Background: an optimization exercise with open tools, aiming at small area, a short achievable clock period and few clock cycles. Do not read the settings as production practice. No functional check of the RTL was part of this run. Power and IR drop assume default switching activity.

==> flow/design.v <==
module bk_add #(parameter int W = 40) (
    input  logic [W-1:0] a,
    input  logic [W-1:0] b,
    input  logic         ci,
    output logic [W-1:0] y,
    output logic         co
);
    localparam int L = (W < 2) ? 1 : (W < 4) ? 2 : (W < 8) ? 3 : (W < 16) ? 4 : (W < 32) ? 5 : (W < 64) ? 6 : 7;   
    logic [W:0] g [0:2*L];
    logic [W:0] p [0:2*L];
    always_comb begin
        g[0] = {a & b, ci};
        p[0] = {a ^ b, 1'b0};
        for (int l = 0; l < L; l++) begin
            g[l+1] = g[l];
            p[l+1] = p[l];
            for (int i = (2 << l) - 1; i <= W; i += (2 << l)) begin
                g[l+1][i] = g[l][i] | (p[l][i] & g[l][i - (1 << l)]);
                p[l+1][i] = p[l][i] & p[l][i - (1 << l)];
            end
        end
        for (int l = L - 2; l >= 0; l--) begin
            g[2*L-1-l] = g[2*L-2-l];
            p[2*L-1-l] = p[2*L-2-l];
            for (int i = (3 << l) - 1; i <= W; i += (2 << l)) begin
                g[2*L-1-l][i] = g[2*L-2-l][i] | (p[2*L-2-l][i] & g[2*L-2-l][i - (1 << l)]);
                p[2*L-1-l][i] = p[2*L-2-l][i] & p[2*L-2-l][i - (1 << l)];
            end
        end
        for (int i = 0; i < W; i++) y[i] = p[0][i+1] ^ g[2*L-1][i];
        co = g[2*L-1][W];
    end
endmodule
module inc_late #(parameter int W = 24) (
    input  logic [W-1:0] a,
    input  logic         ci,
    output logic [W-1:0] y
);
    logic [W-1:0] ones;    
    always_comb begin
        ones[0] = 1'b1;
        for (int i = 1; i < W; i++) ones[i] = ones[i-1] & a[i-1];
        y = a ^ (ones & {W{ci}});
    end
endmodule
module day03p2_top (
    input  logic        clk_i,
    input  logic        rst_ni,
    input  logic [3:0]  digit_i,
    input  logic        eol_i,
    output logic [63:0] result_o,
    output logic        ready_o
);
logic [11:0][3:0] s_q, s_d;
logic [11:0]      s_en;
logic [39:0] lo_q;        
logic [23:0] hi_q, hi_d;  
logic        busy_q;      
logic        flush_q;     
logic [10:0] mb_q;        
logic        tg_q;        
logic        fin_q;       
logic        clr_q;       
logic        done_q;      
logic        c_q;         
logic [6:0]  add_q;       
logic [9:0]  ma_q;        
logic        dig_take, conv, nxt11;
logic [11:1] lt, moved;
logic [10:0] ms;
logic [47:0] r;
logic [39:0] a, b, y;
logic        co;
logic [3:0]  top;
logic [39:0] sum;
assign r        = s_q;
assign conv     = busy_q | eol_i;
assign dig_take = ~busy_q & ~eol_i & (digit_i != 4'd0);
assign nxt11    = mb_q[10];    
always_comb begin
    for (int i = 1; i < 12; i++) lt[i] = s_q[i] < s_q[i-1];
    moved[11] = lt[11];
    for (int i = 10; i >= 1; i--) moved[i] = moved[i+1] | lt[i];
    top = tg_q ? s_q[11] : 4'd0;
    for (int i = 0; i < 11; i++) ms[i] = mb_q[i] | clr_q;
    for (int j = 0; j < 40; j++) begin
        a[j] = r[j] & ma_q[j/4];
        if (j >= 2) b[j] = (r[j-2] & mb_q[(j-2)/4]) | (lo_q[j] & add_q[1 + j/7]);
    end
    b[1] = top[2] | top[3] | (lo_q[1] & add_q[1]);
    b[0] = top[1] | top[3] | (lo_q[0] & add_q[1]);
end
bk_add #(.W(40)) u_add (.a(a), .b(b), .ci(top[3]), .y(y), .co(co));
assign sum = {y[38:0], top[0]};
inc_late #(.W(24)) u_inc (.a(hi_q), .ci(c_q), .y(hi_d));
always_comb begin
    s_d[0] = conv ? (clr_q ? 4'd0 : sum[3:0]) : digit_i;
    for (int i = 1; i < 12; i++)
        s_d[i] = ((i < 10 && mb_q[i-1]) ? sum[4*i +: 4] : 4'd0) | (ms[i-1] ? 4'd0 : s_q[i-1]);
    s_en[0] = conv | (dig_take & (moved[1] | (digit_i > s_q[0])));
    for (int i = 1; i < 12; i++) s_en[i] = conv | (dig_take & moved[i]);
end
always_ff @(posedge clk_i or negedge rst_ni) begin
    if (!rst_ni) begin
        hi_q    <= 24'd0;
        busy_q  <= 1'b1;
        flush_q <= 1'b1;
        mb_q    <= 11'd0;
        tg_q    <= 1'b1;
        fin_q   <= 1'b0;
        clr_q   <= 1'b0;
        done_q  <= 1'b0;
        c_q     <= 1'b0;
        add_q   <= 7'd0;
        ma_q    <= 10'd0;
    end else begin
        hi_q    <= hi_d;
        fin_q   <= nxt11;
        clr_q   <= nxt11 & mb_q[0];    
        for (int k = 0; k < 7; k++) add_q[k] <= nxt11 & mb_q[k] & ~flush_q;
        tg_q    <= ~nxt11;
        mb_q    <= (conv & ~nxt11 & ~fin_q & ~done_q) ? {mb_q[9:0], 1'b1} : 11'd0;
        ma_q    <= (conv & ~nxt11 & ~fin_q & ~done_q) ? {mb_q[8:0], 1'b1} : {10{nxt11 & ~flush_q}};
        done_q  <= fin_q;
        c_q     <= add_q[0] & co;
        busy_q  <= conv & ~done_q;
        if (done_q) flush_q <= 1'b0;
    end
end
always_ff @(posedge clk_i) begin
    if (fin_q) lo_q <= y;
    for (int i = 0; i < 12; i++) if (s_en[i]) s_q[i] <= s_d[i];
end
assign result_o = {hi_q, lo_q};
assign ready_o  = ~busy_q;
endmodule
==> flow/run.sh <==
#!/bin/bash
# synth_recipe.tcl (not shown) runs the flow's synth.tcl, then flattens the netlist and writes it again
# the make line also repeats each setting of config.mk as NAME=value (left out here)
make -C /OpenROAD-flow-scripts/flow DESIGN_CONFIG=/design/flow/config.mk WORK_HOME=/design/flow/orfs CLKGATE_MAP_FILE= SYNTH_SCRIPT=/design/flow/synth_recipe.tcl finish
==> flow/config.mk <==
export PLATFORM = sky130hd
export DESIGN_NAME = day03p2_top
export DESIGN_NICKNAME = day03p2_top
export VERILOG_FILES = /design/flow/design.v
export SDC_FILE = /design/flow/constraint.sdc
export NUM_CORES = 4
export LEC_CHECK = 0
export CAP_MARGIN = 20
export CORE_MARGIN = 2
export CORE_UTILIZATION = 40
export CTS_BUF_LIST = sky130_fd_sc_hd__clkbuf_4 sky130_fd_sc_hd__clkbuf_8
export CTS_CLUSTER_DIAMETER = 100
export CTS_CLUSTER_SIZE = 30
export SETUP_SLACK_MARGIN = 4.5
export SLEW_MARGIN = 20
==> flow/constraint.sdc <==
create_clock -name core_clock -period 8.0 [get_ports {clk_i}]
set_input_delay 1.6000 -clock core_clock [delete_from_list [all_inputs] [get_ports {clk_i}]]
set_output_delay 1.6000 -clock core_clock [all_outputs]
set_load 0.01 [all_outputs]
==> summary.txt <==
## stage by stage
step                util, %  worst slack (ns)
floorplan                 -              4.56
detailed placement     45.1              3.41
finish                 49.5              4.50
global placement       45.1              3.51
global route           49.5              4.37
CTS                    48.4              4.50
## cell type report
type                       instances  area (um2)  share of cell area (%)
sequential                       147        4140                    38.6
clock inverter                    15         186                    1.74
tap                              280         350                    3.27
inverter                          58         218                    2.03
timing repair buffer             114        1050                    9.78
clock buffer                      17         234                    2.18
multi-input combinational        555        4540                    42.4
## power breakdown
group	total, W	internal [W]	switching [W]	leakage [nW]
clock network	0.000619	0.000293	0.000325	0.217
registers	0.00136	0.00112	0.000238	1.69
logic	0.00149	0.000709	0.000783	2.78
total	0.00347	0.00212	0.00135	4.69
## cell usage after synthesis, types with 5 or more instances
| master | n |
|---|---|
| edfxtp_1 | 88 |
| ha_1 | 77 |
| nand2_1 | 72 |
| inv_1 | 57 |
| and2_1 | 56 |
| dfrtp_1 | 56 |
| a22o_1 | 39 |
| o31ai_1 | 28 |
| nand2b_1 | 25 |
| nor2_1 | 24 |
| o21ai_0 | 24 |
| a21oi_1 | 22 |
| xor2_1 | 22 |
| xnor2_1 | 21 |
| fa_1 | 20 |
| clkbuf_1 | 17 |
| a21o_1 | 15 |
| nor2b_1 | 15 |
| nand3_1 | 13 |
| nor3_1 | 12 |
| nand4_1 | 10 |
| or2_2 | 10 |
| o21ai_1 | 6 |
| nor3b_1 | 5 |
## registers in the layout, indices dropped and copies added (netlist names)
signal	flops
ma_q	10
c_q	1
s_q	48
done_q	1
clr_q	1
flush_q	1
fin_q	1
tg_q	1
busy_q	1
hi_q	24
lo_q	40
add_q	7
mb_q	11
## metal layers
layer	up-vias	part of all wire (%)
met5	-	0
met4	0	0.51
met3	5	2.7
met2	75	48
met1	2976	49
li1	2999	-
## worst paths after layout
path	from	endpoint	cells after the start	slack (ns)
hold / removal	done_q$_DFF_PN0_	flush_q$_DFFE_PN1P_	1	0.45
setup / recovery	s_q[5]$_DFFE_PP_	s_q[30]$_DFFE_PP_	13	4.50
setup reg to reg	s_q[5]$_DFFE_PP_	s_q[30]$_DFFE_PP_	13	4.50
min in group asynchronous	rst_ni	hi_q[9]$_DFF_PN0_	2	1.29
hold reg to reg	done_q$_DFF_PN0_	flush_q$_DFFE_PN1P_	1	0.45
max in group asynchronous	rst_ni	mb_q[0]$_DFF_PN0_	2	6.08
## critical path: cells and delay by family, from the launching register on
kind | cells | cell delay, ns
adder cells (fa/ha/maj) | 2 | 0.78
AND/OR/NAND/NOR | 2 | 0.17
AO/OA/AOI/OAI | 7 | 1.47
buffers and inverters | 2 | 0.32
flip-flops | 1 | 0.49
## logic make-up after synthesis
group | after synthesis | synth area share, %
flip-flops | 147 | 47.2
adder cells (fa/ha/maj) | 97 | 15.6
AO/OA/AOI/OAI | 156 | 13.6
buffers and inverters | 77 | 3.37
AND/OR/NAND/NOR | 259 | 15.9
XOR/XNOR | 43 | 4.31
## repair_timing
| item | in CTS | in global routing |
|---|---|---|
| buffers inserted | 25 | 14 |
| setup endpoints to repair | 73 | 45 |
| pin swaps | 13 | 27 |
| gates resized for setup | 25 | 33 |
==> impl_metrics.yaml <==
placement:
  place_inst: 1115
  place_congestion: 0.835
  port_buffers: 71
  hpwl_um: 13900
  placed_area_um2: 9750
cells_and_area:
  stdcell_count: 1186
  mostFrequentLayoutCells: "edfxtp_1 (88), ha_1 (71), nand2_1 (69), clkdlybuf4s50_1 (66), inv_1 (57)"
  syn2layout_area_growth_pct: 22.6
  num-fill-cells: 2002
  diodes: 0
  fin_area_um2: 10700
  finalNetCount: 997
  drive_above_1_share_pct: 17.2
  final_common_cell: "edfxtp_1"
floorplan:
  die_w_um: 152
  rows: 54
  fp.dieH_um: 152
  core_area_um2: 21600
  ioPinCount: 72
  die_area_um2: 23000
  start_util_pct: 40.4
setup_path:
  path_cells: "a22o_1 > ha_4 > nand4_1 > buf_4 > o31ai_4 > a41oi_4 > buf_12 > o31ai_4 > a21oi_2 > o21ai_2 > fa_2 > nand2_2 > o31ai_2"
  cpMostUsedCell: "o31ai_4"
  crit_arrival_ns: 3.68
  crit_path_top_delay_cell: "edfxtp_1"
  start_kind: "flip-flop"
  worstSetupPathType: "reg2reg"
  required_ns: 8.18
  path_max_fanout: 4
  cp-end-kind: "flip-flop"
  cpPeakStageDelay_ns: 0.49
sta:
  slew_viol_final: 0
  slew_headroom_pct: 31.2
  skew_ns: 0.0210
  fmax_mhz: 286
  setup_viol: 0
  finalCritPeriodShare_pct: 43.7
  worst_slew_pin_slew_ns: 1.03
  rsz0062_at_grt: "yes"
  fin_crit_ns: 3.50
  setup-tns-final_ns: 0
  hold_viol: 0
  hold_slack_ns: 0.447
power:
  power_density_nw_per_um2: 324
  fin_total_pwr_w: 0.00347
  vdd_ir_drop_max_mv: 0.111
  leakage_nw: 4.69
yosys:
  ys_warn_count: 7
  synthTopCellsByArea: "edfxtp_1 (30%), dfrtp_1 (16%), ha_1 (11%), fa_1 (4.6%), and2_1 (4.0%)"
  synth_top_cell_by_area: "edfxtp_1"
  synth-seq-cells: 147
  ys_seq_area_share_pct: 47.2
  synth_cells: 779
  synth_edf_count: 88
  syn-cell-area_um2: 8740
  avgSynthCellArea_um2: 11.2
  synth.top_cell.area_share_pct: 30.2
  syn_nets: 883
  synthArstFlopShare_pct: 40.1
  ys_types: 53
  synth_flop_cell: "edfxtp_1"
clock_tree:
  cts.sinks: 147
  cts_buffers: 17
  postCtsHoldBufs: 0
  clock_path_buffers: 2
  htree_levels: 4
  root_buffer: "clkbuf_8"
  clock_latency_ns: 0.45
  cts_tree: "done"
  clk_pin_slew_ns: 0.10
detailed_routing:
  drc: 0
  routedWlPerCell_um: 16.8
  num_vias: 6055
  dr.pass1.iters: 5
  drt_iter0_markers: 299
  wirelength_um: 20000
  antenna_left: 0
  routed_via_density: 5.11
outcome:
  status: "timing/DRC/antenna clean"
hold_path:
  hold_path.class: "reg2reg"
grt:
  met3_usage_pct: 3.26
  grt_usage_pct: 18.1
  grt_overflow_total: 0
  grt_pass1_wl_um: 32000
  grt_max_degree: 60
  antenna_found_initial: 0
  grtUsageMet1_pct: 25.6
  grt_pass1_vias: 6064
  grt_util_met2_pct: 29.1
  grt_most_used_layer: "met2"
flow_run:
  max-cap-violations: 0

==> afterwards: timing with drivers on the ports <==
The flow's constraints put no driver on any port. The routed layout listed below was extracted and timed again, unchanged, in two steps. Step 1 (the two cells are an assumption about what drives the block):
set clk [get_ports {clk_i}]
set_driving_cell -lib_cell sky130_fd_sc_hd__clkbuf_16 $clk
set_driving_cell -lib_cell sky130_fd_sc_hd__buf_2 [delete_from_list [all_inputs] $clk]
Step 2, shift: input delay + t, output delay - t, t = (earliest + latest rising clock arrival at the registers) / 2. This alone moves slack from input paths to output paths. Slacks: no drivers / after step 1 / after step 2; pairs: no drivers / after step 1.
shift t [ns]: 0.480
slack for setup (ns): 4.501 / 4.501 / 4.095
latest minus earliest clock arrival (ns): 0.021 / 0.021
After both steps this run still meets setup and hold. For this run, drivers alone change the setup slack by 0.000 ns; drivers and shift together by -0.406 ns.
